What follows belongs to an exercise in optimizing a design on an open flow for small area and a short achievable clock period; a production flow would make more cautious choices. Function was not checked in any run shown here: the RTL went through the layout flow alone. Power and IR drop assume default switching activity.

==> flow/design.v, too long to show whole: its modules and the start of the top module <==
// module DSP: 734 lines
module DSP (A,B,D,C,CLK,CARRYIN,OPMODE,BCIN,RSTA,RSTB,RSTM,
RSTP,RSTC,RSTD,RSTCARRYIN,RSTOPMODE,CEA,CEB,CEM,CEP,CEC,CED,
CECARRYIN,CEOPMODE,PCIN,BCOUT,PCOUT,P,M,CARRYOUT,CARRYOUTF);
  // ...
==> flow/flow/run.sh <==
#!/bin/bash
# The standard layout (standard.sh: standard synthesis, then ORFS to
# finish), with one change: the port buffers are plain buffers (buf_2 from
# buffer_ports, then buf_1 on the inputs) instead of the delay cell
# buffer_ports picks by default.  Each tool's output is in orfs/logs.
set -euo pipefail
HERE=$(pwd)
cat >> config.mk <<EOC
export BUFFER_PORTS_ARGS = -buffer_cell sky130_fd_sc_hd__buf_2
export PRE_RESIZE_TCL = $HERE/flow/ports.tcl
EOC
bash standard.sh > standard.log 2>&1
==> flow/flow/ports.tcl <==
# Before repair_design: the input ports' buffers become buf_1.
set n 0
foreach bterm [[ord::get_db_block] getBTerms] {
  if {[$bterm getIoType] ne "INPUT"} { continue }
  set net [$bterm getNet]
  if {$net eq "NULL" || [$net getSigType] eq "CLOCK"} { continue }
  foreach iterm [$net getITerms] {
    set inst [$iterm getInst]
    if {[[$inst getMaster] getName] eq "sky130_fd_sc_hd__buf_2"} {
      replace_cell [get_cells [$inst getName]] sky130_fd_sc_hd__buf_1
      incr n
    }
  }
}
puts "flow/ports.tcl: $n input buffers set to buf_1"
==> flow/standard.sh <==
#!/bin/bash
# synth_recipe.tcl (not shown) runs the flow's synth.tcl, then flattens the netlist and writes it again
# the make line also repeats each setting of config.mk as NAME=value (left out here)
make -C /OpenROAD-flow-scripts/flow DESIGN_CONFIG=/design/flow/config.mk WORK_HOME=/design/flow/orfs CLKGATE_MAP_FILE= SYNTH_SCRIPT=/design/flow/synth_recipe.tcl "${@:-finish}"
==> flow/config.mk <==
export PLATFORM = sky130hd
export DESIGN_NAME = DSP
export DESIGN_NICKNAME = DSP
export VERILOG_FILES = /design/flow/design.v
export SDC_FILE = /design/flow/constraint.sdc
export NUM_CORES = 4
export LEC_CHECK = 0
export ABC_AREA = 1
export CAP_MARGIN = 20
export CORE_MARGIN = 2
export CORE_UTILIZATION = 40
export SETUP_SLACK_MARGIN = 3.0
export SLEW_MARGIN = 20
export BUFFER_PORTS_ARGS = -buffer_cell sky130_fd_sc_hd__buf_2
export PRE_RESIZE_TCL = /design/flow/flow/ports.tcl
==> flow/constraint.sdc <==
create_clock -name core_clock -period 7.0 [get_ports {CLK}]
set_input_delay 1.4000 -clock core_clock [delete_from_list [all_inputs] [get_ports {CLK}]]
set_output_delay 1.4000 -clock core_clock [all_outputs]
set_load 0.01 [all_outputs]
==> impl_metrics.json, run 1 <==
{
  "status": "complete, no violations",
  "end_kind": "output port",
  "synth.cell_area_sq_um": 25460,
  "wl_per_cell_um": 21.18,
  "rsz0062_at_grt": "true",
  "ant_nets": 0,
  "final.fill_count": 6316,
  "cts_max_level": 1,
  "die_h_um": 256.3,
  "ff_latch_area_sq_um": 5050,
  "grt_pass1_vias": 24640,
  "cp_max_fo": 4,
  "r2r_slack_ns": 3.04,
  "dieArea_sq_um": 65690,
  "critPathArrivalTime_ns": 2.79,
  "finalCritPeriodShare_pct": 59.83,
  "fin_area_sq_um": 32180,
  "yosysUniqueCellTypes": 56,
  "synthTopCellsByCount": "978 x nand2_1, 427 x inv_1, 304 x a21oi_1, 299 x xor2_1, 246 x dfxtp_1",
  "largest_class": "multi-input gates",
  "utilization_pct": 51.10,
  "fin_crit_ns": 4.188,
  "yosys_warnings": 1,
  "synth_edf_count": 0,
  "muxShareOfSynthArea_pct": 0.09828,
  "worstSetupStartpoint": "ms[12]",
  "yosys.area_share.xor_xnor_pct": 11.38,
  "multi_input_area_share_pct": 60.79,
  "clk_pin_slew_ns": 0.06,
  "drc": 0,
  "nFlopsAndLatches": 246,
  "final-clk-cell-share_pct": 3.457,
  "syn_inst": 3734,
  "crit_type": "flop to output port",
  "cts_tree": "yes",
  "seq_power_mw": 1.84,
  "intPower_mw": 4.768,
  "yosysSeqAreaShare_pct": 19.34,
  "yosys-top-cells-area": "dfxtp_1 19%, nand2_1 14%, fa_1 11%, xor2_1 10%, ha_1 7.2%",
  "m1WireLength_um": 43270,
  "yosys.cell_count.top_type": "nand2_1",
  "cpPeakStageDelay_ns": 0.33
}
==> module DSP, before the edit <==
module DSP (A,B,D,C,CLK,CARRYIN,OPMODE,BCIN,RSTA,RSTB,RSTM,
RSTP,RSTC,RSTD,RSTCARRYIN,RSTOPMODE,CEA,CEB,CEM,CEP,CEC,CED,
CECARRYIN,CEOPMODE,PCIN,BCOUT,PCOUT,P,M,CARRYOUT,CARRYOUTF);
  parameter A0REG=0;
  parameter A1REG=1;
  parameter B0REG=0;
  parameter B1REG=1;
  parameter CREG=1;
  parameter DREG=1;
  parameter MREG=1;
  parameter PREG=1;
  parameter CARRYINREG=1;
  parameter CARRYOUTREG=1;
  parameter OPMODEREG=1;
  parameter CARRYINSEL="OPMODE5";
  parameter B_INPUT ="DIRECT";
  parameter RSTTYPE ="SYNC";
  input [17:0] A,B,D,BCIN;
  input [47:0] C,PCIN;
  input [7:0] OPMODE;
  input CLK,CARRYIN,RSTA,RSTB,RSTC,RSTCARRYIN,RSTD,RSTM,
  RSTOPMODE,RSTP,CEA,CEB,CECARRYIN,CEC,CED,CEM,CEOPMODE,CEP;
  output [17:0] BCOUT;
  output [47:0] PCOUT;
  output [47:0] P;
  output [35:0] M;
  output CARRYOUT,CARRYOUTF;
  reg [7:0] opm;
  reg [17:0] dr, ar, br;
  reg [47:0] cr, pr;
  reg cyi, cyo;
  reg [35:0] ms;
  reg [35:3] mc;
  wire s6 = opm[6];
  wire [18:0] pre_w = {dr, 1'b1} + {B ^ {18{s6}}, s6};
  wire [17:0] pre = pre_w[18:1];
  wire [17:0] b_in = opm[4] ? pre : B;
  reg [8:0] enc_one, enc_two;
  wire [8:0] one_in = {(b_in[16] ^ b_in[15]), (b_in[14] ^ b_in[13]), (b_in[12] ^ b_in[11]), (b_in[10] ^ b_in[9]), (b_in[8] ^ b_in[7]), (b_in[6] ^ b_in[5]), (b_in[4] ^ b_in[3]), (b_in[2] ^ b_in[1]), (b_in[0] ^ 1'b0)};
  wire [8:0] two_in = {((b_in[17] & ~b_in[16] & ~b_in[15]) | (~b_in[17] & b_in[16] & b_in[15])), ((b_in[15] & ~b_in[14] & ~b_in[13]) | (~b_in[15] & b_in[14] & b_in[13])), ((b_in[13] & ~b_in[12] & ~b_in[11]) | (~b_in[13] & b_in[12] & b_in[11])), ((b_in[11] & ~b_in[10] & ~b_in[9]) | (~b_in[11] & b_in[10] & b_in[9])), ((b_in[9] & ~b_in[8] & ~b_in[7]) | (~b_in[9] & b_in[8] & b_in[7])), ((b_in[7] & ~b_in[6] & ~b_in[5]) | (~b_in[7] & b_in[6] & b_in[5])), ((b_in[5] & ~b_in[4] & ~b_in[3]) | (~b_in[5] & b_in[4] & b_in[3])), ((b_in[3] & ~b_in[2] & ~b_in[1]) | (~b_in[3] & b_in[2] & b_in[1])), ((b_in[1] & ~b_in[0] & ~1'b0) | (~b_in[1] & b_in[0] & 1'b0))};
  always @(posedge CLK) begin
    if (RSTOPMODE) opm <= 8'd0;
    else if (CEOPMODE) opm <= OPMODE;
  end
  always @(posedge CLK) begin
    if (RSTD) dr <= 18'd0;
    else if (CED) dr <= D;
  end
  always @(posedge CLK) begin
    if (RSTC) cr <= 48'd0;
    else if (CEC) cr <= C;
  end
  always @(posedge CLK) begin
    if (RSTA) ar <= 18'd0;
    else if (CEA) ar <= A;
  end
  always @(posedge CLK) begin
    if (RSTB) br <= 18'd0;
    else if (CEB) br <= b_in;
  end
  always @(posedge CLK) begin
    if (RSTCARRYIN) cyi <= 1'd0;
    else if (CECARRYIN) cyi <= opm[5];
  end
  always @(posedge CLK) begin
    if (RSTB) enc_one <= 9'd0;
    else if (CEB) enc_one <= one_in;
  end
  always @(posedge CLK) begin
    if (RSTB) enc_two <= 9'd0;
    else if (CEB) enc_two <= two_in;
  end
  wire one0 = enc_one[0];
  wire two0 = enc_two[0];
  wire neg0 = br[1];
  wire pp1 = ((one0 & ar[0]) | (two0 & 1'b0)) ^ neg0;
  wire pp2 = ((one0 & ar[1]) | (two0 & ar[0])) ^ neg0;
  wire pp3 = ((one0 & ar[2]) | (two0 & ar[1])) ^ neg0;
  wire pp4 = ((one0 & ar[3]) | (two0 & ar[2])) ^ neg0;
  wire pp5 = ((one0 & ar[4]) | (two0 & ar[3])) ^ neg0;
  wire pp6 = ((one0 & ar[5]) | (two0 & ar[4])) ^ neg0;
  wire pp7 = ((one0 & ar[6]) | (two0 & ar[5])) ^ neg0;
  wire pp8 = ((one0 & ar[7]) | (two0 & ar[6])) ^ neg0;
  wire pp9 = ((one0 & ar[8]) | (two0 & ar[7])) ^ neg0;
  wire pp10 = ((one0 & ar[9]) | (two0 & ar[8])) ^ neg0;
  wire pp11 = ((one0 & ar[10]) | (two0 & ar[9])) ^ neg0;
  wire pp12 = ((one0 & ar[11]) | (two0 & ar[10])) ^ neg0;
  wire pp13 = ((one0 & ar[12]) | (two0 & ar[11])) ^ neg0;
  wire pp14 = ((one0 & ar[13]) | (two0 & ar[12])) ^ neg0;
  wire pp15 = ((one0 & ar[14]) | (two0 & ar[13])) ^ neg0;
  wire pp16 = ((one0 & ar[15]) | (two0 & ar[14])) ^ neg0;
  wire pp17 = ((one0 & ar[16]) | (two0 & ar[15])) ^ neg0;
  wire pp18 = ((one0 & ar[17]) | (two0 & ar[16])) ^ neg0;
  wire pp19 = ((one0 & 1'b0) | (two0 & ar[17])) ^ neg0;
  wire ns20 = ~neg0;
  wire one1 = enc_one[1];
  wire two1 = enc_two[1];
  wire neg1 = br[3];
  wire pp21 = ((one1 & ar[0]) | (two1 & 1'b0)) ^ neg1;
  wire pp22 = ((one1 & ar[1]) | (two1 & ar[0])) ^ neg1;
  wire pp23 = ((one1 & ar[2]) | (two1 & ar[1])) ^ neg1;
  wire pp24 = ((one1 & ar[3]) | (two1 & ar[2])) ^ neg1;
  wire pp25 = ((one1 & ar[4]) | (two1 & ar[3])) ^ neg1;
  wire pp26 = ((one1 & ar[5]) | (two1 & ar[4])) ^ neg1;
  wire pp27 = ((one1 & ar[6]) | (two1 & ar[5])) ^ neg1;
  wire pp28 = ((one1 & ar[7]) | (two1 & ar[6])) ^ neg1;
  wire pp29 = ((one1 & ar[8]) | (two1 & ar[7])) ^ neg1;
  wire pp30 = ((one1 & ar[9]) | (two1 & ar[8])) ^ neg1;
  wire pp31 = ((one1 & ar[10]) | (two1 & ar[9])) ^ neg1;
  wire pp32 = ((one1 & ar[11]) | (two1 & ar[10])) ^ neg1;
  wire pp33 = ((one1 & ar[12]) | (two1 & ar[11])) ^ neg1;
  wire pp34 = ((one1 & ar[13]) | (two1 & ar[12])) ^ neg1;
  wire pp35 = ((one1 & ar[14]) | (two1 & ar[13])) ^ neg1;
  wire pp36 = ((one1 & ar[15]) | (two1 & ar[14])) ^ neg1;
  wire pp37 = ((one1 & ar[16]) | (two1 & ar[15])) ^ neg1;
  wire pp38 = ((one1 & ar[17]) | (two1 & ar[16])) ^ neg1;
  wire pp39 = ((one1 & 1'b0) | (two1 & ar[17])) ^ neg1;
  wire ns40 = ~neg1;
  wire one2 = enc_one[2];
  wire two2 = enc_two[2];
  wire neg2 = br[5];
  wire pp41 = ((one2 & ar[0]) | (two2 & 1'b0)) ^ neg2;
  wire pp42 = ((one2 & ar[1]) | (two2 & ar[0])) ^ neg2;
  wire pp43 = ((one2 & ar[2]) | (two2 & ar[1])) ^ neg2;
  wire pp44 = ((one2 & ar[3]) | (two2 & ar[2])) ^ neg2;
  wire pp45 = ((one2 & ar[4]) | (two2 & ar[3])) ^ neg2;
  wire pp46 = ((one2 & ar[5]) | (two2 & ar[4])) ^ neg2;
  wire pp47 = ((one2 & ar[6]) | (two2 & ar[5])) ^ neg2;
  wire pp48 = ((one2 & ar[7]) | (two2 & ar[6])) ^ neg2;
  wire pp49 = ((one2 & ar[8]) | (two2 & ar[7])) ^ neg2;
  wire pp50 = ((one2 & ar[9]) | (two2 & ar[8])) ^ neg2;
  wire pp51 = ((one2 & ar[10]) | (two2 & ar[9])) ^ neg2;
  wire pp52 = ((one2 & ar[11]) | (two2 & ar[10])) ^ neg2;
  wire pp53 = ((one2 & ar[12]) | (two2 & ar[11])) ^ neg2;
  wire pp54 = ((one2 & ar[13]) | (two2 & ar[12])) ^ neg2;
  wire pp55 = ((one2 & ar[14]) | (two2 & ar[13])) ^ neg2;
  wire pp56 = ((one2 & ar[15]) | (two2 & ar[14])) ^ neg2;
  wire pp57 = ((one2 & ar[16]) | (two2 & ar[15])) ^ neg2;
  wire pp58 = ((one2 & ar[17]) | (two2 & ar[16])) ^ neg2;
  wire pp59 = ((one2 & 1'b0) | (two2 & ar[17])) ^ neg2;
  wire ns60 = ~neg2;
  wire one3 = enc_one[3];
  wire two3 = enc_two[3];
  wire neg3 = br[7];
  wire pp61 = ((one3 & ar[0]) | (two3 & 1'b0)) ^ neg3;
  wire pp62 = ((one3 & ar[1]) | (two3 & ar[0])) ^ neg3;
  wire pp63 = ((one3 & ar[2]) | (two3 & ar[1])) ^ neg3;
  wire pp64 = ((one3 & ar[3]) | (two3 & ar[2])) ^ neg3;
  wire pp65 = ((one3 & ar[4]) | (two3 & ar[3])) ^ neg3;
  wire pp66 = ((one3 & ar[5]) | (two3 & ar[4])) ^ neg3;
  wire pp67 = ((one3 & ar[6]) | (two3 & ar[5])) ^ neg3;
  wire pp68 = ((one3 & ar[7]) | (two3 & ar[6])) ^ neg3;
  wire pp69 = ((one3 & ar[8]) | (two3 & ar[7])) ^ neg3;
  wire pp70 = ((one3 & ar[9]) | (two3 & ar[8])) ^ neg3;
  wire pp71 = ((one3 & ar[10]) | (two3 & ar[9])) ^ neg3;
  wire pp72 = ((one3 & ar[11]) | (two3 & ar[10])) ^ neg3;
  wire pp73 = ((one3 & ar[12]) | (two3 & ar[11])) ^ neg3;
  wire pp74 = ((one3 & ar[13]) | (two3 & ar[12])) ^ neg3;
  wire pp75 = ((one3 & ar[14]) | (two3 & ar[13])) ^ neg3;
  wire pp76 = ((one3 & ar[15]) | (two3 & ar[14])) ^ neg3;
  wire pp77 = ((one3 & ar[16]) | (two3 & ar[15])) ^ neg3;
  wire pp78 = ((one3 & ar[17]) | (two3 & ar[16])) ^ neg3;
  wire pp79 = ((one3 & 1'b0) | (two3 & ar[17])) ^ neg3;
  wire ns80 = ~neg3;
  wire one4 = enc_one[4];
  wire two4 = enc_two[4];
  wire neg4 = br[9];
  wire pp81 = ((one4 & ar[0]) | (two4 & 1'b0)) ^ neg4;
  wire pp82 = ((one4 & ar[1]) | (two4 & ar[0])) ^ neg4;
  wire pp83 = ((one4 & ar[2]) | (two4 & ar[1])) ^ neg4;
  wire pp84 = ((one4 & ar[3]) | (two4 & ar[2])) ^ neg4;
  wire pp85 = ((one4 & ar[4]) | (two4 & ar[3])) ^ neg4;
  wire pp86 = ((one4 & ar[5]) | (two4 & ar[4])) ^ neg4;
  wire pp87 = ((one4 & ar[6]) | (two4 & ar[5])) ^ neg4;
  wire pp88 = ((one4 & ar[7]) | (two4 & ar[6])) ^ neg4;
  wire pp89 = ((one4 & ar[8]) | (two4 & ar[7])) ^ neg4;
  wire pp90 = ((one4 & ar[9]) | (two4 & ar[8])) ^ neg4;
  wire pp91 = ((one4 & ar[10]) | (two4 & ar[9])) ^ neg4;
  wire pp92 = ((one4 & ar[11]) | (two4 & ar[10])) ^ neg4;
  wire pp93 = ((one4 & ar[12]) | (two4 & ar[11])) ^ neg4;
  wire pp94 = ((one4 & ar[13]) | (two4 & ar[12])) ^ neg4;
  wire pp95 = ((one4 & ar[14]) | (two4 & ar[13])) ^ neg4;
  wire pp96 = ((one4 & ar[15]) | (two4 & ar[14])) ^ neg4;
  wire pp97 = ((one4 & ar[16]) | (two4 & ar[15])) ^ neg4;
  wire pp98 = ((one4 & ar[17]) | (two4 & ar[16])) ^ neg4;
  wire pp99 = ((one4 & 1'b0) | (two4 & ar[17])) ^ neg4;
  wire ns100 = ~neg4;
  wire one5 = enc_one[5];
  wire two5 = enc_two[5];
  wire neg5 = br[11];
  wire pp101 = ((one5 & ar[0]) | (two5 & 1'b0)) ^ neg5;
  wire pp102 = ((one5 & ar[1]) | (two5 & ar[0])) ^ neg5;
  wire pp103 = ((one5 & ar[2]) | (two5 & ar[1])) ^ neg5;
  wire pp104 = ((one5 & ar[3]) | (two5 & ar[2])) ^ neg5;
  wire pp105 = ((one5 & ar[4]) | (two5 & ar[3])) ^ neg5;
  wire pp106 = ((one5 & ar[5]) | (two5 & ar[4])) ^ neg5;
  wire pp107 = ((one5 & ar[6]) | (two5 & ar[5])) ^ neg5;
  wire pp108 = ((one5 & ar[7]) | (two5 & ar[6])) ^ neg5;
  wire pp109 = ((one5 & ar[8]) | (two5 & ar[7])) ^ neg5;
  wire pp110 = ((one5 & ar[9]) | (two5 & ar[8])) ^ neg5;
  wire pp111 = ((one5 & ar[10]) | (two5 & ar[9])) ^ neg5;
  wire pp112 = ((one5 & ar[11]) | (two5 & ar[10])) ^ neg5;
  wire pp113 = ((one5 & ar[12]) | (two5 & ar[11])) ^ neg5;
  wire pp114 = ((one5 & ar[13]) | (two5 & ar[12])) ^ neg5;
  wire pp115 = ((one5 & ar[14]) | (two5 & ar[13])) ^ neg5;
  wire pp116 = ((one5 & ar[15]) | (two5 & ar[14])) ^ neg5;
  wire pp117 = ((one5 & ar[16]) | (two5 & ar[15])) ^ neg5;
  wire pp118 = ((one5 & ar[17]) | (two5 & ar[16])) ^ neg5;
  wire pp119 = ((one5 & 1'b0) | (two5 & ar[17])) ^ neg5;
  wire ns120 = ~neg5;
  wire one6 = enc_one[6];
  wire two6 = enc_two[6];
  wire neg6 = br[13];
  wire pp121 = ((one6 & ar[0]) | (two6 & 1'b0)) ^ neg6;
  wire pp122 = ((one6 & ar[1]) | (two6 & ar[0])) ^ neg6;
  wire pp123 = ((one6 & ar[2]) | (two6 & ar[1])) ^ neg6;
  wire pp124 = ((one6 & ar[3]) | (two6 & ar[2])) ^ neg6;
  wire pp125 = ((one6 & ar[4]) | (two6 & ar[3])) ^ neg6;
  wire pp126 = ((one6 & ar[5]) | (two6 & ar[4])) ^ neg6;
  wire pp127 = ((one6 & ar[6]) | (two6 & ar[5])) ^ neg6;
  wire pp128 = ((one6 & ar[7]) | (two6 & ar[6])) ^ neg6;
  wire pp129 = ((one6 & ar[8]) | (two6 & ar[7])) ^ neg6;
  wire pp130 = ((one6 & ar[9]) | (two6 & ar[8])) ^ neg6;
  wire pp131 = ((one6 & ar[10]) | (two6 & ar[9])) ^ neg6;
  wire pp132 = ((one6 & ar[11]) | (two6 & ar[10])) ^ neg6;
  wire pp133 = ((one6 & ar[12]) | (two6 & ar[11])) ^ neg6;
  wire pp134 = ((one6 & ar[13]) | (two6 & ar[12])) ^ neg6;
  wire pp135 = ((one6 & ar[14]) | (two6 & ar[13])) ^ neg6;
  wire pp136 = ((one6 & ar[15]) | (two6 & ar[14])) ^ neg6;
  wire pp137 = ((one6 & ar[16]) | (two6 & ar[15])) ^ neg6;
  wire pp138 = ((one6 & ar[17]) | (two6 & ar[16])) ^ neg6;
  wire pp139 = ((one6 & 1'b0) | (two6 & ar[17])) ^ neg6;
  wire ns140 = ~neg6;
  wire one7 = enc_one[7];
  wire two7 = enc_two[7];
  wire neg7 = br[15];
  wire pp141 = ((one7 & ar[0]) | (two7 & 1'b0)) ^ neg7;
  wire pp142 = ((one7 & ar[1]) | (two7 & ar[0])) ^ neg7;
  wire pp143 = ((one7 & ar[2]) | (two7 & ar[1])) ^ neg7;
  wire pp144 = ((one7 & ar[3]) | (two7 & ar[2])) ^ neg7;
  wire pp145 = ((one7 & ar[4]) | (two7 & ar[3])) ^ neg7;
  wire pp146 = ((one7 & ar[5]) | (two7 & ar[4])) ^ neg7;
  wire pp147 = ((one7 & ar[6]) | (two7 & ar[5])) ^ neg7;
  wire pp148 = ((one7 & ar[7]) | (two7 & ar[6])) ^ neg7;
  wire pp149 = ((one7 & ar[8]) | (two7 & ar[7])) ^ neg7;
  wire pp150 = ((one7 & ar[9]) | (two7 & ar[8])) ^ neg7;
  wire pp151 = ((one7 & ar[10]) | (two7 & ar[9])) ^ neg7;
  wire pp152 = ((one7 & ar[11]) | (two7 & ar[10])) ^ neg7;
  wire pp153 = ((one7 & ar[12]) | (two7 & ar[11])) ^ neg7;
  wire pp154 = ((one7 & ar[13]) | (two7 & ar[12])) ^ neg7;
  wire pp155 = ((one7 & ar[14]) | (two7 & ar[13])) ^ neg7;
  wire pp156 = ((one7 & ar[15]) | (two7 & ar[14])) ^ neg7;
  wire pp157 = ((one7 & ar[16]) | (two7 & ar[15])) ^ neg7;
  wire pp158 = ((one7 & ar[17]) | (two7 & ar[16])) ^ neg7;
  wire pp159 = ((one7 & 1'b0) | (two7 & ar[17])) ^ neg7;
  wire ns160 = ~neg7;
  wire one8 = enc_one[8];
  wire two8 = enc_two[8];
  wire neg8 = br[17];
  wire pp161 = ((one8 & ar[0]) | (two8 & 1'b0)) ^ neg8;
  wire pp162 = ((one8 & ar[1]) | (two8 & ar[0])) ^ neg8;
  wire pp163 = ((one8 & ar[2]) | (two8 & ar[1])) ^ neg8;
  wire pp164 = ((one8 & ar[3]) | (two8 & ar[2])) ^ neg8;
  wire pp165 = ((one8 & ar[4]) | (two8 & ar[3])) ^ neg8;
  wire pp166 = ((one8 & ar[5]) | (two8 & ar[4])) ^ neg8;
  wire pp167 = ((one8 & ar[6]) | (two8 & ar[5])) ^ neg8;
  wire pp168 = ((one8 & ar[7]) | (two8 & ar[6])) ^ neg8;
  wire pp169 = ((one8 & ar[8]) | (two8 & ar[7])) ^ neg8;
  wire pp170 = ((one8 & ar[9]) | (two8 & ar[8])) ^ neg8;
  wire pp171 = ((one8 & ar[10]) | (two8 & ar[9])) ^ neg8;
  wire pp172 = ((one8 & ar[11]) | (two8 & ar[10])) ^ neg8;
  wire pp173 = ((one8 & ar[12]) | (two8 & ar[11])) ^ neg8;
  wire pp174 = ((one8 & ar[13]) | (two8 & ar[12])) ^ neg8;
  wire pp175 = ((one8 & ar[14]) | (two8 & ar[13])) ^ neg8;
  wire pp176 = ((one8 & ar[15]) | (two8 & ar[14])) ^ neg8;
  wire pp177 = ((one8 & ar[16]) | (two8 & ar[15])) ^ neg8;
  wire pp178 = ((one8 & ar[17]) | (two8 & ar[16])) ^ neg8;
  wire pp179 = ((one8 & 1'b0) | (two8 & ar[17])) ^ neg8;
  wire ns180 = ~neg8;
  wire pp181 = br[17] & ar[0];
  wire pp182 = br[17] & ar[1];
  wire pp183 = br[17] & ar[2];
  wire pp184 = br[17] & ar[3];
  wire pp185 = br[17] & ar[4];
  wire pp186 = br[17] & ar[5];
  wire pp187 = br[17] & ar[6];
  wire pp188 = br[17] & ar[7];
  wire pp189 = br[17] & ar[8];
  wire pp190 = br[17] & ar[9];
  wire pp191 = br[17] & ar[10];
  wire pp192 = br[17] & ar[11];
  wire pp193 = br[17] & ar[12];
  wire pp194 = br[17] & ar[13];
  wire pp195 = br[17] & ar[14];
  wire pp196 = br[17] & ar[15];
  wire pp197 = br[17] & ar[16];
  wire pp198 = br[17] & ar[17];
  wire nc199 = ~ns20;
  wire nc200 = ~ns20;
  wire nc201 = ~pp185;
  wire nc202 = ~pp187;
  wire nc203 = ~pp189;
  wire nc204 = ~pp191;
  wire nc205 = ~pp193;
  wire nc206 = ~pp195;
  wire nc207 = ~pp197;
  wire s208 = neg1 ^ pp21 ^ pp3;
  wire c209 = (neg1 & pp21) | (neg1 & pp3) | (pp21 & pp3);
  wire s210 = pp22 ^ pp4;
  wire c211 = pp22 & pp4;
  wire s212 = neg2 ^ pp23 ^ pp41;
  wire c213 = (neg2 & pp23) | (neg2 & pp41) | (pp23 & pp41);
  wire s214 = pp5 ^ c211;
  wire c215 = pp5 & c211;
  wire s216 = pp24 ^ pp42 ^ pp6;
  wire c217 = (pp24 & pp42) | (pp24 & pp6) | (pp42 & pp6);
  wire s218 = c213 ^ c215;
  wire c219 = c213 & c215;
  wire s220 = neg3 ^ pp25 ^ pp43;
  wire c221 = (neg3 & pp25) | (neg3 & pp43) | (pp25 & pp43);
  wire s222 = pp61 ^ pp7 ^ c217;
  wire c223 = (pp61 & pp7) | (pp61 & c217) | (pp7 & c217);
  wire s224 = s220 ^ c219;
  wire c225 = s220 & c219;
  wire s226 = pp26 ^ pp44 ^ pp62;
  wire c227 = (pp26 & pp44) | (pp26 & pp62) | (pp44 & pp62);
  wire s228 = pp8 ^ c221 ^ s226;
  wire c229 = (pp8 & c221) | (pp8 & s226) | (c221 & s226);
  wire s230 = c223 ^ c225;
  wire c231 = c223 & c225;
  wire s232 = neg4 ^ pp27 ^ pp45;
  wire c233 = (neg4 & pp27) | (neg4 & pp45) | (pp27 & pp45);
  wire s234 = pp63 ^ pp81 ^ pp9;
  wire c235 = (pp63 & pp81) | (pp63 & pp9) | (pp81 & pp9);
  wire s236 = c227 ^ s232 ^ s234;
  wire c237 = (c227 & s232) | (c227 & s234) | (s232 & s234);
  wire s238 = c229 ^ s236;
  wire c239 = c229 & s236;
  wire s240 = pp10 ^ pp28 ^ pp46;
  wire c241 = (pp10 & pp28) | (pp10 & pp46) | (pp28 & pp46);
  wire s242 = pp64 ^ pp82 ^ c233;
  wire c243 = (pp64 & pp82) | (pp64 & c233) | (pp82 & c233);
  wire s244 = c235 ^ s240 ^ c237;
  wire c245 = (c235 & s240) | (c235 & c237) | (s240 & c237);
  wire s246 = s242 ^ c239;
  wire c247 = s242 & c239;
  wire s248 = neg5 ^ pp101 ^ pp11;
  wire c249 = (neg5 & pp101) | (neg5 & pp11) | (pp101 & pp11);
  wire s250 = pp29 ^ pp47 ^ pp65;
  wire c251 = (pp29 & pp47) | (pp29 & pp65) | (pp47 & pp65);
  wire s252 = pp83 ^ c241 ^ s248;
  wire c253 = (pp83 & c241) | (pp83 & s248) | (c241 & s248);
  wire s254 = s250 ^ c243 ^ s252;
  wire c255 = (s250 & c243) | (s250 & s252) | (c243 & s252);
  wire s256 = c245 ^ c247;
  wire c257 = c245 & c247;
  wire s258 = pp102 ^ pp12 ^ pp30;
  wire c259 = (pp102 & pp12) | (pp102 & pp30) | (pp12 & pp30);
  wire s260 = pp48 ^ pp66 ^ pp84;
  wire c261 = (pp48 & pp66) | (pp48 & pp84) | (pp66 & pp84);
  wire s262 = c249 ^ c251 ^ s258;
  wire c263 = (c249 & c251) | (c249 & s258) | (c251 & s258);
  wire s264 = s260 ^ c253 ^ s262;
  wire c265 = (s260 & c253) | (s260 & s262) | (c253 & s262);
  wire s266 = c255 ^ s264;
  wire c267 = c255 & s264;
  wire s268 = neg6 ^ pp103 ^ pp121;
  wire c269 = (neg6 & pp103) | (neg6 & pp121) | (pp103 & pp121);
  wire s270 = pp13 ^ pp31 ^ pp49;
  wire c271 = (pp13 & pp31) | (pp13 & pp49) | (pp31 & pp49);
  wire s272 = pp67 ^ pp85 ^ c259;
  wire c273 = (pp67 & pp85) | (pp67 & c259) | (pp85 & c259);
  wire s274 = c261 ^ s268 ^ s270;
  wire c275 = (c261 & s268) | (c261 & s270) | (s268 & s270);
  wire s276 = c263 ^ s272 ^ s274;
  wire c277 = (c263 & s272) | (c263 & s274) | (s272 & s274);
  wire s278 = c265 ^ s276;
  wire c279 = c265 & s276;
  wire s280 = pp104 ^ pp122 ^ pp14;
  wire c281 = (pp104 & pp122) | (pp104 & pp14) | (pp122 & pp14);
  wire s282 = pp32 ^ pp50 ^ pp68;
  wire c283 = (pp32 & pp50) | (pp32 & pp68) | (pp50 & pp68);
  wire s284 = pp86 ^ c269 ^ c271;
  wire c285 = (pp86 & c269) | (pp86 & c271) | (c269 & c271);
  wire s286 = s280 ^ s282 ^ c273;
  wire c287 = (s280 & s282) | (s280 & c273) | (s282 & c273);
  wire s288 = c275 ^ s284 ^ s286;
  wire c289 = (c275 & s284) | (c275 & s286) | (s284 & s286);
  wire s290 = c277 ^ c279;
  wire c291 = c277 & c279;
  wire s292 = neg7 ^ pp105 ^ pp123;
  wire c293 = (neg7 & pp105) | (neg7 & pp123) | (pp105 & pp123);
  wire s294 = pp141 ^ pp15 ^ pp33;
  wire c295 = (pp141 & pp15) | (pp141 & pp33) | (pp15 & pp33);
  wire s296 = pp51 ^ pp69 ^ pp87;
  wire c297 = (pp51 & pp69) | (pp51 & pp87) | (pp69 & pp87);
  wire s298 = c281 ^ c283 ^ s292;
  wire c299 = (c281 & c283) | (c281 & s292) | (c283 & s292);
  wire s300 = s294 ^ s296 ^ c285;
  wire c301 = (s294 & s296) | (s294 & c285) | (s296 & c285);
  wire s302 = s298 ^ c287 ^ s300;
  wire c303 = (s298 & c287) | (s298 & s300) | (c287 & s300);
  wire s304 = c289 ^ s302;
  wire c305 = c289 & s302;
  wire s306 = pp106 ^ pp124 ^ pp142;
  wire c307 = (pp106 & pp124) | (pp106 & pp142) | (pp124 & pp142);
  wire s308 = pp16 ^ pp34 ^ pp52;
  wire c309 = (pp16 & pp34) | (pp16 & pp52) | (pp34 & pp52);
  wire s310 = pp70 ^ pp88 ^ c293;
  wire c311 = (pp70 & pp88) | (pp70 & c293) | (pp88 & c293);
  wire s312 = c295 ^ c297 ^ s306;
  wire c313 = (c295 & c297) | (c295 & s306) | (c297 & s306);
  wire s314 = s308 ^ c299 ^ s310;
  wire c315 = (s308 & c299) | (s308 & s310) | (c299 & s310);
  wire s316 = s312 ^ c301 ^ s314;
  wire c317 = (s312 & c301) | (s312 & s314) | (c301 & s314);
  wire s318 = c303 ^ s316;
  wire c319 = c303 & s316;
  wire s320 = neg8 ^ pp107 ^ pp125;
  wire c321 = (neg8 & pp107) | (neg8 & pp125) | (pp107 & pp125);
  wire s322 = pp143 ^ pp161 ^ pp17;
  wire c323 = (pp143 & pp161) | (pp143 & pp17) | (pp161 & pp17);
  wire s324 = pp35 ^ pp53 ^ pp71;
  wire c325 = (pp35 & pp53) | (pp35 & pp71) | (pp53 & pp71);
  wire s326 = pp89 ^ c307 ^ c309;
  wire c327 = (pp89 & c307) | (pp89 & c309) | (c307 & c309);
  wire s328 = s320 ^ s322 ^ s324;
  wire c329 = (s320 & s322) | (s320 & s324) | (s322 & s324);
  wire s330 = c311 ^ c313 ^ s326;
  wire c331 = (c311 & c313) | (c311 & s326) | (c313 & s326);
  wire s332 = s328 ^ c315 ^ s330;
  wire c333 = (s328 & c315) | (s328 & s330) | (c315 & s330);
  wire s334 = c317 ^ s332;
  wire c335 = c317 & s332;
  wire s336 = pp108 ^ pp126 ^ pp144;
  wire c337 = (pp108 & pp126) | (pp108 & pp144) | (pp126 & pp144);
  wire s338 = pp162 ^ pp18 ^ pp36;
  wire c339 = (pp162 & pp18) | (pp162 & pp36) | (pp18 & pp36);
  wire s340 = pp54 ^ pp72 ^ pp90;
  wire c341 = (pp54 & pp72) | (pp54 & pp90) | (pp72 & pp90);
  wire s342 = c321 ^ c323 ^ c325;
  wire c343 = (c321 & c323) | (c321 & c325) | (c323 & c325);
  wire s344 = s336 ^ s338 ^ s340;
  wire c345 = (s336 & s338) | (s336 & s340) | (s338 & s340);
  wire s346 = c327 ^ c329 ^ s342;
  wire c347 = (c327 & c329) | (c327 & s342) | (c329 & s342);
  wire s348 = s344 ^ c331 ^ s346;
  wire c349 = (s344 & c331) | (s344 & s346) | (c331 & s346);
  wire s350 = c333 ^ s348;
  wire c351 = c333 & s348;
  wire s352 = pp181 ^ pp109 ^ pp127;
  wire c353 = (pp181 & pp109) | (pp181 & pp127) | (pp109 & pp127);
  wire s354 = pp145 ^ pp163 ^ pp19;
  wire c355 = (pp145 & pp163) | (pp145 & pp19) | (pp163 & pp19);
  wire s356 = pp37 ^ pp55 ^ pp73;
  wire c357 = (pp37 & pp55) | (pp37 & pp73) | (pp55 & pp73);
  wire s358 = pp91 ^ c337 ^ c339;
  wire c359 = (pp91 & c337) | (pp91 & c339) | (c337 & c339);
  wire s360 = c341 ^ s352 ^ s354;
  wire c361 = (c341 & s352) | (c341 & s354) | (s352 & s354);
  wire s362 = s356 ^ c343 ^ c345;
  wire c363 = (s356 & c343) | (s356 & c345) | (c343 & c345);
  wire s364 = s358 ^ s360 ^ c347;
  wire c365 = (s358 & s360) | (s358 & c347) | (s360 & c347);
  wire s366 = s362 ^ c349 ^ s364;
  wire c367 = (s362 & c349) | (s362 & s364) | (c349 & s364);
  wire s368 = pp182 ^ nc199 ^ pp110;
  wire c369 = (pp182 & nc199) | (pp182 & pp110) | (nc199 & pp110);
  wire s370 = pp128 ^ pp146 ^ pp164;
  wire c371 = (pp128 & pp146) | (pp128 & pp164) | (pp146 & pp164);
  wire s372 = pp38 ^ pp56 ^ pp74;
  wire c373 = (pp38 & pp56) | (pp38 & pp74) | (pp56 & pp74);
  wire s374 = pp92 ^ c353 ^ c355;
  wire c375 = (pp92 & c353) | (pp92 & c355) | (c353 & c355);
  wire s376 = c357 ^ s368 ^ s370;
  wire c377 = (c357 & s368) | (c357 & s370) | (s368 & s370);
  wire s378 = s372 ^ c359 ^ c361;
  wire c379 = (s372 & c359) | (s372 & c361) | (c359 & c361);
  wire s380 = s374 ^ s376 ^ c363;
  wire c381 = (s374 & s376) | (s374 & c363) | (s376 & c363);
  wire s382 = s378 ^ c365 ^ s380;
  wire c383 = (s378 & c365) | (s378 & s380) | (c365 & s380);
  wire s384 = pp183 ^ nc200 ^ pp111;
  wire c385 = (pp183 & nc200) | (pp183 & pp111) | (nc200 & pp111);
  wire s386 = pp129 ^ pp147 ^ pp165;
  wire c387 = (pp129 & pp147) | (pp129 & pp165) | (pp147 & pp165);
  wire s388 = pp39 ^ pp57 ^ pp75;
  wire c389 = (pp39 & pp57) | (pp39 & pp75) | (pp57 & pp75);
  wire s390 = pp93 ^ c369 ^ c371;
  wire c391 = (pp93 & c369) | (pp93 & c371) | (c369 & c371);
  wire s392 = c373 ^ s384 ^ s386;
  wire c393 = (c373 & s384) | (c373 & s386) | (s384 & s386);
  wire s394 = s388 ^ c375 ^ c377;
  wire c395 = (s388 & c375) | (s388 & c377) | (c375 & c377);
  wire s396 = s390 ^ s392 ^ c379;
  wire c397 = (s390 & s392) | (s390 & c379) | (s392 & c379);
  wire s398 = s394 ^ c381 ^ s396;
  wire c399 = (s394 & c381) | (s394 & s396) | (c381 & s396);
  wire s400 = ns20 ^ ns40 ^ pp184;
  wire c401 = (ns20 & ns40) | (ns20 & pp184) | (ns40 & pp184);
  wire s402 = pp112 ^ pp130 ^ pp148;
  wire c403 = (pp112 & pp130) | (pp112 & pp148) | (pp130 & pp148);
  wire s404 = pp166 ^ pp58 ^ pp76;
  wire c405 = (pp166 & pp58) | (pp166 & pp76) | (pp58 & pp76);
  wire s406 = pp94 ^ s400 ^ c385;
  wire c407 = (pp94 & s400) | (pp94 & c385) | (s400 & c385);
  wire s408 = c387 ^ c389 ^ s402;
  wire c409 = (c387 & c389) | (c387 & s402) | (c389 & s402);
  wire s410 = s404 ^ c391 ^ c393;
  wire c411 = (s404 & c391) | (s404 & c393) | (c391 & c393);
  wire s412 = s406 ^ s408 ^ c395;
  wire c413 = (s406 & s408) | (s406 & c395) | (s408 & c395);
  wire s414 = s410 ^ c397 ^ s412;
  wire c415 = (s410 & c397) | (s410 & s412) | (c397 & s412);
  wire s416 = nc201 ^ pp113 ^ pp131;
  wire c417 = (nc201 & pp113) | (nc201 & pp131) | (pp113 & pp131);
  wire s418 = pp149 ^ pp167 ^ pp59;
  wire c419 = (pp149 & pp167) | (pp149 & pp59) | (pp167 & pp59);
  wire s420 = pp77 ^ pp95 ^ c401;
  wire c421 = (pp77 & pp95) | (pp77 & c401) | (pp95 & c401);
  wire s422 = c403 ^ c405 ^ s416;
  wire c423 = (c403 & c405) | (c403 & s416) | (c405 & s416);
  wire s424 = s418 ^ s420 ^ c407;
  wire c425 = (s418 & s420) | (s418 & c407) | (s420 & c407);
  wire s426 = c409 ^ s422 ^ c411;
  wire c427 = (c409 & s422) | (c409 & c411) | (s422 & c411);
  wire s428 = s424 ^ c413 ^ s426;
  wire c429 = (s424 & c413) | (s424 & s426) | (c413 & s426);
  wire s430 = ns60 ^ pp185 ^ pp186;
  wire c431 = (ns60 & pp185) | (ns60 & pp186) | (pp185 & pp186);
  wire s432 = pp114 ^ pp132 ^ pp150;
  wire c433 = (pp114 & pp132) | (pp114 & pp150) | (pp132 & pp150);
  wire s434 = pp168 ^ pp78 ^ pp96;
  wire c435 = (pp168 & pp78) | (pp168 & pp96) | (pp78 & pp96);
  wire s436 = s430 ^ c417 ^ c419;
  wire c437 = (s430 & c417) | (s430 & c419) | (c417 & c419);
  wire s438 = c421 ^ s432 ^ s434;
  wire c439 = (c421 & s432) | (c421 & s434) | (s432 & s434);
  wire s440 = c423 ^ s436 ^ s438;
  wire c441 = (c423 & s436) | (c423 & s438) | (s436 & s438);
  wire s442 = c425 ^ s440 ^ c427;
  wire c443 = (c425 & s440) | (c425 & c427) | (s440 & c427);
  wire s444 = nc202 ^ pp115 ^ pp133;
  wire c445 = (nc202 & pp115) | (nc202 & pp133) | (pp115 & pp133);
  wire s446 = pp151 ^ pp169 ^ pp79;
  wire c447 = (pp151 & pp169) | (pp151 & pp79) | (pp169 & pp79);
  wire s448 = pp97 ^ c431 ^ c433;
  wire c449 = (pp97 & c431) | (pp97 & c433) | (c431 & c433);
  wire s450 = c435 ^ s444 ^ s446;
  wire c451 = (c435 & s444) | (c435 & s446) | (s444 & s446);
  wire s452 = c437 ^ c439 ^ s448;
  wire c453 = (c437 & c439) | (c437 & s448) | (c439 & s448);
  wire s454 = s450 ^ c441 ^ s452;
  wire c455 = (s450 & c441) | (s450 & s452) | (c441 & s452);
  wire s456 = ns80 ^ pp187 ^ pp188;
  wire c457 = (ns80 & pp187) | (ns80 & pp188) | (pp187 & pp188);
  wire s458 = pp116 ^ pp134 ^ pp152;
  wire c459 = (pp116 & pp134) | (pp116 & pp152) | (pp134 & pp152);
  wire s460 = pp170 ^ pp98 ^ s456;
  wire c461 = (pp170 & pp98) | (pp170 & s456) | (pp98 & s456);
  wire s462 = c445 ^ c447 ^ s458;
  wire c463 = (c445 & c447) | (c445 & s458) | (c447 & s458);
  wire s464 = s460 ^ c449 ^ c451;
  wire c465 = (s460 & c449) | (s460 & c451) | (c449 & c451);
  wire s466 = s462 ^ c453 ^ s464;
  wire c467 = (s462 & c453) | (s462 & s464) | (c453 & s464);
  wire s468 = nc203 ^ pp117 ^ pp135;
  wire c469 = (nc203 & pp117) | (nc203 & pp135) | (pp117 & pp135);
  wire s470 = pp153 ^ pp171 ^ pp99;
  wire c471 = (pp153 & pp171) | (pp153 & pp99) | (pp171 & pp99);
  wire s472 = c457 ^ c459 ^ s468;
  wire c473 = (c457 & c459) | (c457 & s468) | (c459 & s468);
  wire s474 = s470 ^ c461 ^ c463;
  wire c475 = (s470 & c461) | (s470 & c463) | (c461 & c463);
  wire s476 = s472 ^ c465 ^ s474;
  wire c477 = (s472 & c465) | (s472 & s474) | (c465 & s474);
  wire s478 = ns100 ^ pp189 ^ pp190;
  wire c479 = (ns100 & pp189) | (ns100 & pp190) | (pp189 & pp190);
  wire s480 = pp118 ^ pp136 ^ pp154;
  wire c481 = (pp118 & pp136) | (pp118 & pp154) | (pp136 & pp154);
  wire s482 = pp172 ^ s478 ^ c469;
  wire c483 = (pp172 & s478) | (pp172 & c469) | (s478 & c469);
  wire s484 = c471 ^ s480 ^ c473;
  wire c485 = (c471 & s480) | (c471 & c473) | (s480 & c473);
  wire s486 = s482 ^ c475 ^ s484;
  wire c487 = (s482 & c475) | (s482 & s484) | (c475 & s484);
  wire s488 = nc204 ^ pp119 ^ pp137;
  wire c489 = (nc204 & pp119) | (nc204 & pp137) | (pp119 & pp137);
  wire s490 = pp155 ^ pp173 ^ c479;
  wire c491 = (pp155 & pp173) | (pp155 & c479) | (pp173 & c479);
  wire s492 = c481 ^ s488 ^ s490;
  wire c493 = (c481 & s488) | (c481 & s490) | (s488 & s490);
  wire s494 = c483 ^ s492 ^ c485;
  wire c495 = (c483 & s492) | (c483 & c485) | (s492 & c485);
  wire s496 = ns120 ^ pp191 ^ pp192;
  wire c497 = (ns120 & pp191) | (ns120 & pp192) | (pp191 & pp192);
  wire s498 = pp138 ^ pp156 ^ pp174;
  wire c499 = (pp138 & pp156) | (pp138 & pp174) | (pp156 & pp174);
  wire s500 = s496 ^ c489 ^ c491;
  wire c501 = (s496 & c489) | (s496 & c491) | (c489 & c491);
  wire s502 = s498 ^ c493 ^ s500;
  wire c503 = (s498 & c493) | (s498 & s500) | (c493 & s500);
  wire s504 = nc205 ^ pp139 ^ pp157;
  wire c505 = (nc205 & pp139) | (nc205 & pp157) | (pp139 & pp157);
  wire s506 = pp175 ^ c497 ^ c499;
  wire c507 = (pp175 & c497) | (pp175 & c499) | (c497 & c499);
  wire s508 = s504 ^ c501 ^ s506;
  wire c509 = (s504 & c501) | (s504 & s506) | (c501 & s506);
  wire s510 = ns140 ^ pp193 ^ pp194;
  wire c511 = (ns140 & pp193) | (ns140 & pp194) | (pp193 & pp194);
  wire s512 = pp158 ^ pp176 ^ s510;
  wire c513 = (pp158 & pp176) | (pp158 & s510) | (pp176 & s510);
  wire s514 = c505 ^ s512 ^ c507;
  wire c515 = (c505 & s512) | (c505 & c507) | (s512 & c507);
  wire s516 = nc206 ^ pp159 ^ pp177;
  wire c517 = (nc206 & pp159) | (nc206 & pp177) | (pp159 & pp177);
  wire s518 = c511 ^ s516 ^ c513;
  wire c519 = (c511 & s516) | (c511 & c513) | (s516 & c513);
  wire s520 = ns160 ^ pp195 ^ pp196;
  wire c521 = (ns160 & pp195) | (ns160 & pp196) | (pp195 & pp196);
  wire s522 = pp178 ^ s520 ^ c517;
  wire c523 = (pp178 & s520) | (pp178 & c517) | (s520 & c517);
  wire s524 = nc207 ^ pp179 ^ c521;
  wire c525 = (nc207 & pp179) | (nc207 & c521) | (pp179 & c521);
  wire s526 = ns180 ^ pp197 ^ pp198;
  wire c527 = (ns180 & pp197) | (ns180 & pp198) | (pp197 & pp198);
  wire s528 = neg0 ^ pp1;
  wire c529 = neg0 & pp1;
  wire s530 = pp2 ^ c529;
  wire c531 = pp2 & c529;
  wire p532 = c531 ^ s208;
  wire g533 = c531 & s208;
  wire p534 = s210 ^ c209;
  wire g535 = s210 & c209;
  wire p536 = s212 ^ s214;
  wire g537 = s212 & s214;
  wire p538 = s216 ^ s218;
  wire g539 = s216 & s218;
  wire p540 = s222 ^ s224;
  wire g541 = s222 & s224;
  wire p542 = s228 ^ s230;
  wire g543 = s228 & s230;
  wire p544 = c231 ^ s238;
  wire g545 = c231 & s238;
  wire p546 = s244 ^ s246;
  wire g547 = s244 & s246;
  wire p548 = s254 ^ s256;
  wire g549 = s254 & s256;
  wire p550 = c257 ^ s266;
  wire g551 = c257 & s266;
  wire p552 = c267 ^ s278;
  wire g553 = c267 & s278;
  wire p554 = s288 ^ s290;
  wire g555 = s288 & s290;
  wire p556 = c291 ^ s304;
  wire g557 = c291 & s304;
  wire p558 = c305 ^ s318;
  wire g559 = c305 & s318;
  wire p560 = c319 ^ s334;
  wire g561 = c319 & s334;
  wire p562 = c335 ^ s350;
  wire g563 = c335 & s350;
  wire p564 = c351 ^ s366;
  wire g565 = c351 & s366;
  wire p566 = c367 ^ s382;
  wire g567 = c367 & s382;
  wire p568 = c383 ^ s398;
  wire g569 = c383 & s398;
  wire p570 = c399 ^ s414;
  wire g571 = c399 & s414;
  wire p572 = c415 ^ s428;
  wire g573 = c415 & s428;
  wire p574 = c429 ^ s442;
  wire g575 = c429 & s442;
  wire p576 = s454 ^ c443;
  wire g577 = s454 & c443;
  wire p578 = c455 ^ s466;
  wire g579 = c455 & s466;
  wire p580 = c467 ^ s476;
  wire g581 = c467 & s476;
  wire p582 = c477 ^ s486;
  wire g583 = c477 & s486;
  wire p584 = c487 ^ s494;
  wire g585 = c487 & s494;
  wire p586 = s502 ^ c495;
  wire g587 = s502 & c495;
  wire p588 = c503 ^ s508;
  wire g589 = c503 & s508;
  wire p590 = c509 ^ s514;
  wire g591 = c509 & s514;
  wire p592 = s518 ^ c515;
  wire g593 = s518 & c515;
  wire p594 = s522 ^ c519;
  wire g595 = s522 & c519;
  wire p596 = s524 ^ c523;
  wire g597 = s524 & c523;
  wire p598 = s526 ^ c525;
  wire g599 = s526 & c525;
  wire [35:0] prod_s = {p598, p596, p594, p592, p590, p588, p586, p584, p582, p580, p578, p576, p574, p572, p570, p568, p566, p564, p562, p560, p558, p556, p554, p552, p550, p548, p546, p544, p542, p540, p538, p536, p534, p532, s530, s528};
  wire [35:0] prod_c = {g597, g595, g593, g591, g589, g587, g585, g583, g581, g579, g577, g575, g573, g571, g569, g567, g565, g563, g561, g559, g557, g555, g553, g551, g549, g547, g545, g543, g541, g539, g537, g535, g533, 1'b0, 1'b0, 1'b0};
  always @(posedge CLK) begin
    if (RSTM) ms <= 36'd0;
    else if (CEM) ms <= prod_s;
  end
  always @(posedge CLK) begin
    if (RSTM) mc <= 33'd0;
    else if (CEM) mc <= prod_c[35:3];
  end
  wire [35:0] mc36 = {mc, 3'd0};
  assign M = ms + mc36;
  wire s7 = opm[7];
  wire [47:0] x = ({48{opm[1:0] == 2'd1}} & {12'd0, M})
                | ({48{opm[1:0] == 2'd2}} & pr)
                | ({48{opm[1:0] == 2'd3}} & {dr[11:0], ar, br});
  wire [47:0] zs = (({48{opm[3:2] == 2'd1}} & PCIN)
                 | ({48{opm[3:2] == 2'd2}} & pr)
                 | ({48{opm[3:2] == 2'd3}} & cr)) ^ {48{s7}};
  wire [49:0] t_w = {1'b0, zs, 1'b1} + {1'b0, x, cyi};
  wire [47:0] post = t_w[48:1] ^ {48{s7}};
  wire post_c = t_w[49];
  always @(posedge CLK) begin
    if (RSTP) pr <= 48'd0;
    else if (CEP) pr <= post;
  end
  always @(posedge CLK) begin
    if (RSTCARRYIN) cyo <= 1'd0;
    else if (CECARRYIN) cyo <= post_c;
  end
  assign BCOUT = br;
  assign P = pr;
  assign PCOUT = pr;
  assign CARRYOUT = cyo;
  assign CARRYOUTF = cyo;
endmodule
==> inputs of run 2 (changes only) <==
--- a/flow/design.v
+++ b/flow/design.v
@@ -31,6 +31,7 @@
   reg cyi, cyo;
   reg [35:0] ms;
   reg [35:3] mc;
+  reg mk;
   wire s6 = opm[6];
   wire [18:0] pre_w = {dr, 1'b1} + {B ^ {18{s6}}, s6};
   wire [17:0] pre = pre_w[18:1];
@@ -698,6 +699,7 @@
   wire g599 = s526 & c525;
   wire [35:0] prod_s = {p598, p596, p594, p592, p590, p588, p586, p584, p582, p580, p578, p576, p574, p572, p570, p568, p566, p564, p562, p560, p558, p556, p554, p552, p550, p548, p546, p544, p542, p540, p538, p536, p534, p532, s530, s528};
   wire [35:0] prod_c = {g597, g595, g593, g591, g589, g587, g585, g583, g581, g579, g577, g575, g573, g571, g569, g567, g565, g563, g561, g559, g557, g555, g553, g551, g549, g547, g545, g543, g541, g539, g537, g535, g533, 1'b0, 1'b0, 1'b0};
+  wire mk_in = ~(c527 | g599);
   always @(posedge CLK) begin
     if (RSTM) ms <= 36'd0;
     else if (CEM) ms <= prod_s;
@@ -706,18 +708,122 @@
     if (RSTM) mc <= 33'd0;
     else if (CEM) mc <= prod_c[35:3];
   end
+  always @(posedge CLK) begin
+    if (RSTM) mk <= 1'd0;
+    else if (CEM) mk <= mk_in;
+  end
   wire [35:0] mc36 = {mc, 3'd0};
   assign M = ms + mc36;
   wire s7 = opm[7];
-  wire [47:0] x = ({48{opm[1:0] == 2'd1}} & {12'd0, M})
-                | ({48{opm[1:0] == 2'd2}} & pr)
-                | ({48{opm[1:0] == 2'd3}} & {dr[11:0], ar, br});
+  wire xm = opm[1:0] == 2'd1;
+  wire km = mk;   
+  wire [47:0] x1 = ({48{xm}} & {{12{km}}, ms})
+                 | ({48{opm[1:0] == 2'd2}} & pr)
+                 | ({48{opm[1:0] == 2'd3}} & {dr[11:0], ar, br});
+  wire [47:0] x2 = {48{xm}} & {12'd0, mc36};
   wire [47:0] zs = (({48{opm[3:2] == 2'd1}} & PCIN)
                  | ({48{opm[3:2] == 2'd2}} & pr)
                  | ({48{opm[3:2] == 2'd3}} & cr)) ^ {48{s7}};
-  wire [49:0] t_w = {1'b0, zs, 1'b1} + {1'b0, x, cyi};
+  wire [47:0] ca_s, ca_c;
+  assign ca_s[0] = zs[0] ^ x1[0];
+  assign ca_c[0] = zs[0] & x1[0];
+  assign ca_s[1] = zs[1] ^ x1[1];
+  assign ca_c[1] = zs[1] & x1[1];
+  assign ca_s[2] = zs[2] ^ x1[2];
+  assign ca_c[2] = zs[2] & x1[2];
+  assign ca_s[3] = zs[3] ^ x1[3] ^ x2[3];
+  assign ca_c[3] = (zs[3] & x1[3]) | (zs[3] & x2[3]) | (x1[3] & x2[3]);
+  assign ca_s[4] = zs[4] ^ x1[4] ^ x2[4];
+  assign ca_c[4] = (zs[4] & x1[4]) | (zs[4] & x2[4]) | (x1[4] & x2[4]);
+  assign ca_s[5] = zs[5] ^ x1[5] ^ x2[5];
+  assign ca_c[5] = (zs[5] & x1[5]) | (zs[5] & x2[5]) | (x1[5] & x2[5]);
+  assign ca_s[6] = zs[6] ^ x1[6] ^ x2[6];
+  assign ca_c[6] = (zs[6] & x1[6]) | (zs[6] & x2[6]) | (x1[6] & x2[6]);
+  assign ca_s[7] = zs[7] ^ x1[7] ^ x2[7];
+  assign ca_c[7] = (zs[7] & x1[7]) | (zs[7] & x2[7]) | (x1[7] & x2[7]);
+  assign ca_s[8] = zs[8] ^ x1[8] ^ x2[8];
+  assign ca_c[8] = (zs[8] & x1[8]) | (zs[8] & x2[8]) | (x1[8] & x2[8]);
+  assign ca_s[9] = zs[9] ^ x1[9] ^ x2[9];
+  assign ca_c[9] = (zs[9] & x1[9]) | (zs[9] & x2[9]) | (x1[9] & x2[9]);
+  assign ca_s[10] = zs[10] ^ x1[10] ^ x2[10];
+  assign ca_c[10] = (zs[10] & x1[10]) | (zs[10] & x2[10]) | (x1[10] & x2[10]);
+  assign ca_s[11] = zs[11] ^ x1[11] ^ x2[11];
+  assign ca_c[11] = (zs[11] & x1[11]) | (zs[11] & x2[11]) | (x1[11] & x2[11]);
+  assign ca_s[12] = zs[12] ^ x1[12] ^ x2[12];
+  assign ca_c[12] = (zs[12] & x1[12]) | (zs[12] & x2[12]) | (x1[12] & x2[12]);
+  assign ca_s[13] = zs[13] ^ x1[13] ^ x2[13];
+  assign ca_c[13] = (zs[13] & x1[13]) | (zs[13] & x2[13]) | (x1[13] & x2[13]);
+  assign ca_s[14] = zs[14] ^ x1[14] ^ x2[14];
+  assign ca_c[14] = (zs[14] & x1[14]) | (zs[14] & x2[14]) | (x1[14] & x2[14]);
+  assign ca_s[15] = zs[15] ^ x1[15] ^ x2[15];
+  assign ca_c[15] = (zs[15] & x1[15]) | (zs[15] & x2[15]) | (x1[15] & x2[15]);
+  assign ca_s[16] = zs[16] ^ x1[16] ^ x2[16];
+  assign ca_c[16] = (zs[16] & x1[16]) | (zs[16] & x2[16]) | (x1[16] & x2[16]);
+  assign ca_s[17] = zs[17] ^ x1[17] ^ x2[17];
+  assign ca_c[17] = (zs[17] & x1[17]) | (zs[17] & x2[17]) | (x1[17] & x2[17]);
+  assign ca_s[18] = zs[18] ^ x1[18] ^ x2[18];
+  assign ca_c[18] = (zs[18] & x1[18]) | (zs[18] & x2[18]) | (x1[18] & x2[18]);
+  assign ca_s[19] = zs[19] ^ x1[19] ^ x2[19];
+  assign ca_c[19] = (zs[19] & x1[19]) | (zs[19] & x2[19]) | (x1[19] & x2[19]);
+  assign ca_s[20] = zs[20] ^ x1[20] ^ x2[20];
+  assign ca_c[20] = (zs[20] & x1[20]) | (zs[20] & x2[20]) | (x1[20] & x2[20]);
+  assign ca_s[21] = zs[21] ^ x1[21] ^ x2[21];
+  assign ca_c[21] = (zs[21] & x1[21]) | (zs[21] & x2[21]) | (x1[21] & x2[21]);
+  assign ca_s[22] = zs[22] ^ x1[22] ^ x2[22];
+  assign ca_c[22] = (zs[22] & x1[22]) | (zs[22] & x2[22]) | (x1[22] & x2[22]);
+  assign ca_s[23] = zs[23] ^ x1[23] ^ x2[23];
+  assign ca_c[23] = (zs[23] & x1[23]) | (zs[23] & x2[23]) | (x1[23] & x2[23]);
+  assign ca_s[24] = zs[24] ^ x1[24] ^ x2[24];
+  assign ca_c[24] = (zs[24] & x1[24]) | (zs[24] & x2[24]) | (x1[24] & x2[24]);
+  assign ca_s[25] = zs[25] ^ x1[25] ^ x2[25];
+  assign ca_c[25] = (zs[25] & x1[25]) | (zs[25] & x2[25]) | (x1[25] & x2[25]);
+  assign ca_s[26] = zs[26] ^ x1[26] ^ x2[26];
+  assign ca_c[26] = (zs[26] & x1[26]) | (zs[26] & x2[26]) | (x1[26] & x2[26]);
+  assign ca_s[27] = zs[27] ^ x1[27] ^ x2[27];
+  assign ca_c[27] = (zs[27] & x1[27]) | (zs[27] & x2[27]) | (x1[27] & x2[27]);
+  assign ca_s[28] = zs[28] ^ x1[28] ^ x2[28];
+  assign ca_c[28] = (zs[28] & x1[28]) | (zs[28] & x2[28]) | (x1[28] & x2[28]);
+  assign ca_s[29] = zs[29] ^ x1[29] ^ x2[29];
+  assign ca_c[29] = (zs[29] & x1[29]) | (zs[29] & x2[29]) | (x1[29] & x2[29]);
+  assign ca_s[30] = zs[30] ^ x1[30] ^ x2[30];
+  assign ca_c[30] = (zs[30] & x1[30]) | (zs[30] & x2[30]) | (x1[30] & x2[30]);
+  assign ca_s[31] = zs[31] ^ x1[31] ^ x2[31];
+  assign ca_c[31] = (zs[31] & x1[31]) | (zs[31] & x2[31]) | (x1[31] & x2[31]);
+  assign ca_s[32] = zs[32] ^ x1[32] ^ x2[32];
+  assign ca_c[32] = (zs[32] & x1[32]) | (zs[32] & x2[32]) | (x1[32] & x2[32]);
+  assign ca_s[33] = zs[33] ^ x1[33] ^ x2[33];
+  assign ca_c[33] = (zs[33] & x1[33]) | (zs[33] & x2[33]) | (x1[33] & x2[33]);
+  assign ca_s[34] = zs[34] ^ x1[34] ^ x2[34];
+  assign ca_c[34] = (zs[34] & x1[34]) | (zs[34] & x2[34]) | (x1[34] & x2[34]);
+  assign ca_s[35] = zs[35] ^ x1[35] ^ x2[35];
+  assign ca_c[35] = (zs[35] & x1[35]) | (zs[35] & x2[35]) | (x1[35] & x2[35]);
+  assign ca_s[36] = zs[36] ^ x1[36];
+  assign ca_c[36] = zs[36] & x1[36];
+  assign ca_s[37] = zs[37] ^ x1[37];
+  assign ca_c[37] = zs[37] & x1[37];
+  assign ca_s[38] = zs[38] ^ x1[38];
+  assign ca_c[38] = zs[38] & x1[38];
+  assign ca_s[39] = zs[39] ^ x1[39];
+  assign ca_c[39] = zs[39] & x1[39];
+  assign ca_s[40] = zs[40] ^ x1[40];
+  assign ca_c[40] = zs[40] & x1[40];
+  assign ca_s[41] = zs[41] ^ x1[41];
+  assign ca_c[41] = zs[41] & x1[41];
+  assign ca_s[42] = zs[42] ^ x1[42];
+  assign ca_c[42] = zs[42] & x1[42];
+  assign ca_s[43] = zs[43] ^ x1[43];
+  assign ca_c[43] = zs[43] & x1[43];
+  assign ca_s[44] = zs[44] ^ x1[44];
+  assign ca_c[44] = zs[44] & x1[44];
+  assign ca_s[45] = zs[45] ^ x1[45];
+  assign ca_c[45] = zs[45] & x1[45];
+  assign ca_s[46] = zs[46] ^ x1[46];
+  assign ca_c[46] = zs[46] & x1[46];
+  assign ca_s[47] = zs[47] ^ x1[47];
+  assign ca_c[47] = zs[47] & x1[47];
+  wire [49:0] t_w = {1'b0, ca_s, 1'b1} + {1'b0, ca_c[46:0], 1'b0, cyi};
   wire [47:0] post = t_w[48:1] ^ {48{s7}};
-  wire post_c = t_w[49];
+  wire post_c = t_w[49] ^ ca_c[47] ^ (xm & km);
   always @(posedge CLK) begin
     if (RSTP) pr <= 48'd0;
     else if (CEP) pr <= post;
==> run 2 against run 1 <==
Compared with the run above:
- die area is 5.1% higher
- critical path depth is 4 lower
- core utilization is 2.4 points lower
- via count is 2.2% higher
- routed wire length is 3.7% higher
- first-iteration DRC count is 0.42% higher
- global-route usage is 0.24 points higher
- final cell count is 1.2% higher
- clock skew is 0.016 ns lower
- fmax is 0.77% higher
- worst hold slack worse by 0.00071 ns
- critical endpoint is now M[35]
- largest power group unchanged
==> impl_metrics.json, run 2 <==
{
  "overflow": 0,
  "dp_hpwl_um": 80710,
  "ant_nets": 0,
  "vias": 27330,
  "nNetsFinal": 4655,
  "finalCritPeriodShare_pct": 59.37,
  "whs_ns": 0.4597,
  "rows": 94,
  "grt_use_total_pct": 30.22,
  "syn_nets": 4393,
  "intPower_mw": 4.617,
  "cellPowerDensity_nw_per_um2": 269.7,
  "r2r_slack_ns": 3.05,
  "setup_slack_ns": 2.844,
  "top_regs": "cr: 48 flops, pr: 48 flops, ms: 36 flops",
  "cpPeakStageDelay_ns": 0.40,
  "antennaDiodeCount": 0,
  "layout_commonest_cell": "nand2_1",
  "grt_antenna_before_repair": 1,
  "finalSetupViolations": 0,
  "grt_pass1_vias": 25810,
  "relSlewSlack_pct": 37.41,
  "drt_iter0_drc": 2365,
  "clock-root-buffer": "clkbuf_16",
  "start_util_pct": 40.59,
  "grt_pass1_wl_um": 160500,
  "hold_violations": 0,
  "yosys_warnings": 1,
  "clk_pin_slew_ns": 0.06,
  "synthTopCellsByCount": "776 x nand2_1, 521 x inv_1, 360 x nor2_1, 293 x xor2_1, 258 x a21oi_1",
  "yosysSeqAreaShare_pct": 18.46,
  "synth_edf_count": 0,
  "fin_crit_ns": 4.156,
  "startpoint_type": "flop",
  "min_path_type": "flop to flop",
  "r2r_cells": 15,
  "yosys-top-cells-area": "dfxtp_1 18%, fa_1 13%, nand2_1 11%, xor2_1 9.6%, ha_1 7.6%",
  "worstHoldStart": "cr[32]",
  "required_ns": 5.60,
  "viasPerCell": 5.452,
  "final_layout_size_suffix_gt1_share_pct": 17.31,
  "grt_max_degree": 67,
  "r2r-start": "ar[5]",
  "dr.pass1.iters": 6,
  "die_h_um": 262.7,
  "total_power_mw": 8.665,
  "gp_congestion": 0.9468,
  "yosysUniqueCellTypes": 53,
  "utilization_pct": 48.69,
  "port_buffers": 326,
  "end_kind": "output port",
  "rsz0062_at_grt": "true",
  "cts_max_level": 1,
  "synth_top_area_share_pct": 18.46,
  "io_pins": 346,
  "crit_type": "flop to output port",
  "syn_inst": 3862,
  "area_growth_pct": 19.96,
  "totalWireLength_um": 108700,
  "synth.cell_area_sq_um": 26780,
  "clockBufferDepth": 3,
  "yosysTopAreaCell": "dfxtp_1",
  "crit_family": "compound AO/OA/AOI/OAI gates",
  "synth-seq-cells": 247,
  "seq_power_share_pct": 22.6,
  "cp_max_fo": 4,
  "cts_tree": "yes",
  "fp.coreArea_sq_um": 65980,
  "pwr-share-comb_pct": 57.2,
  "max-vdd-ir-drop_uv": 212.2,
  "drv_slew": 0,
  "p_sw_mw": 4.048,
  "critPathArrivalTime_ns": 2.76,
  "die-width_um": 262.7,
  "drc": 0,
  "cts_buffers": 31,
  "critPathBufInv": 1,
  "fmax_ghz": 0.2406,
  "dp_worst_setup_slack_ns": 2.249,
  "syn_avg_cell_area_sq_um": 6.934,
  "cts_sinks": 247,
  "path_cells": "ha_2 -> a21o_1 -> a21oi_4 -> o21bai_4 -> nand3_2 -> nand3_4 -> a21oi_2 -> xor2_1 -> buf_2",
  "min_to": "cr[32]",
  "tns_ns": 0,
  "most-common-layout-cells": "762 x nand2_1, 496 x inv_1, 338 x nor2_1",
  "wl_per_cell_um": 21.69,
  "cp_slowest_cell": "dfxtp_1",
  "r2r_end": "ms[16]",
  "max_cap_violations": 0,
  "status": "complete, no violations",
  "synth-main-ff-cell": "dfxtp_1",
  "p_leak_nw": 14.96,
  "insertion_delay_ns": 0.60,
  "worst_pin_slew_ns": 0.9379,
  "swShare_pct": 46.71,
  "hold_depth": 2,
  "fin_skew_ns": 0.02004,
  "async_flop_share_pct": 0,
  "dieArea_sq_um": 69030,
  "yosys.cell_count.top_type": "nand2_1",
  "worstSetupStartpoint": "ms[8]",
  "clkPwrFrac_pct": 20.2
}
[run 2: how the worst max path moves through the flow]
stage / endpoint / slack, ns / cells past startpoint
floorplan: ms[18] / 3.00 / 15
global placement: pr[24] / 2.29 / 16
detailed placement: ms[18] / 2.25 / 14
CTS: M[31] / 2.82 / 11
global route: M[21] / 2.72 / 13
finish: M[35] / 2.84 / 9
[run 2: metrics by stage]
stage / instance area [sq um] / std cells
after CTS: 30610 / 4957
final: 32120 / 5012
after global routing: 32120 / 5012
after detailed placement: 28400 / 4837
after floorplan: 26790 / 3862
after global placement: 28580 / 4836
[run 2: cell type report]
| class | instances | area (sq um) |
|---|---|---|
| Sequential cell | 247 | 5051 |
| Clock inverter | 13 | 178.9 |
| Inverter | 557 | 2260 |
| Tap cell | 864 | 1081 |
| Timing Repair Buffer | 476 | 2940 |
| Multi-Input combinational cell | 2806 | 19660 |
| Clock buffer | 44 | 914.6 |
| Fill cell | 6719 | 33860 |
| Timing Repair inverter | 5 | 35.03 |
[run 2: per-layer routing]
layer | GRT usage [%] | wire (um)
met1 | 38.78 | 44080
met2 | 47.97 | 48070
met3 | 4.863 | 9131
met4 | 17.82 | 7411
met5 | 0 | 0
[run 2: repair_timing]
item	in CTS	in global routing
buffers inserted	54	52
gates cloned	9	3
pin swaps	16	39
hold buffers	0	0
endpoints found under the setup margin	97	87
resized for setup	153	257
[run 2: tightest hold or removal path, cell delays in order (launching register included)]
cell	delay (ns)
dfxtp_1	0.31
nand2_1	0.06
a21oi_1	0.05
[run 2: kinds of logic after synthesis]
kind of cell    after synthesis  synth area share (%)
buf+inv                     814                 12.45
compound gates              751                 16.52
xor+xnor                    333                 10.89
fa+ha+maj                   337                 20.62
mux                           3                0.1682
simple gates               1377                 20.88
flops                       247                 18.46
[run 2: power by group through the flow]
stage	registers (mW)	logic [mW]	clock network, mW
detailed placement	1.93	4.50	0
global placement	1.93	4.49	0
finish	1.96	4.96	1.75
CTS	1.93	4.66	1.78
floorplan	1.77	3.08	0
global route	1.96	5.54	1.84

[re-timing with driven ports]
The results above use ideal ports. As a check the final layouts listed here were re-extracted and re-timed, cells and wires unchanged.
Step 1: set_driving_cell puts a clkbuf_16 on CLK and a buf_2 on each other input, an assumption about the parent block.
Step 2 also shifts input and output timing later by t, the mid clock arrival at the registers, as if the neighbouring blocks saw the same clock.
a / b / c = ideal ports / drivers / drivers and shift; a / b = the first two.
run	t (ns)	setup WS [ns]
run 1	0.670	2.812 / 2.746 / 2.817
run 2	0.658	2.844 / 2.780 / 2.554
After both steps every run listed still meets setup and hold.
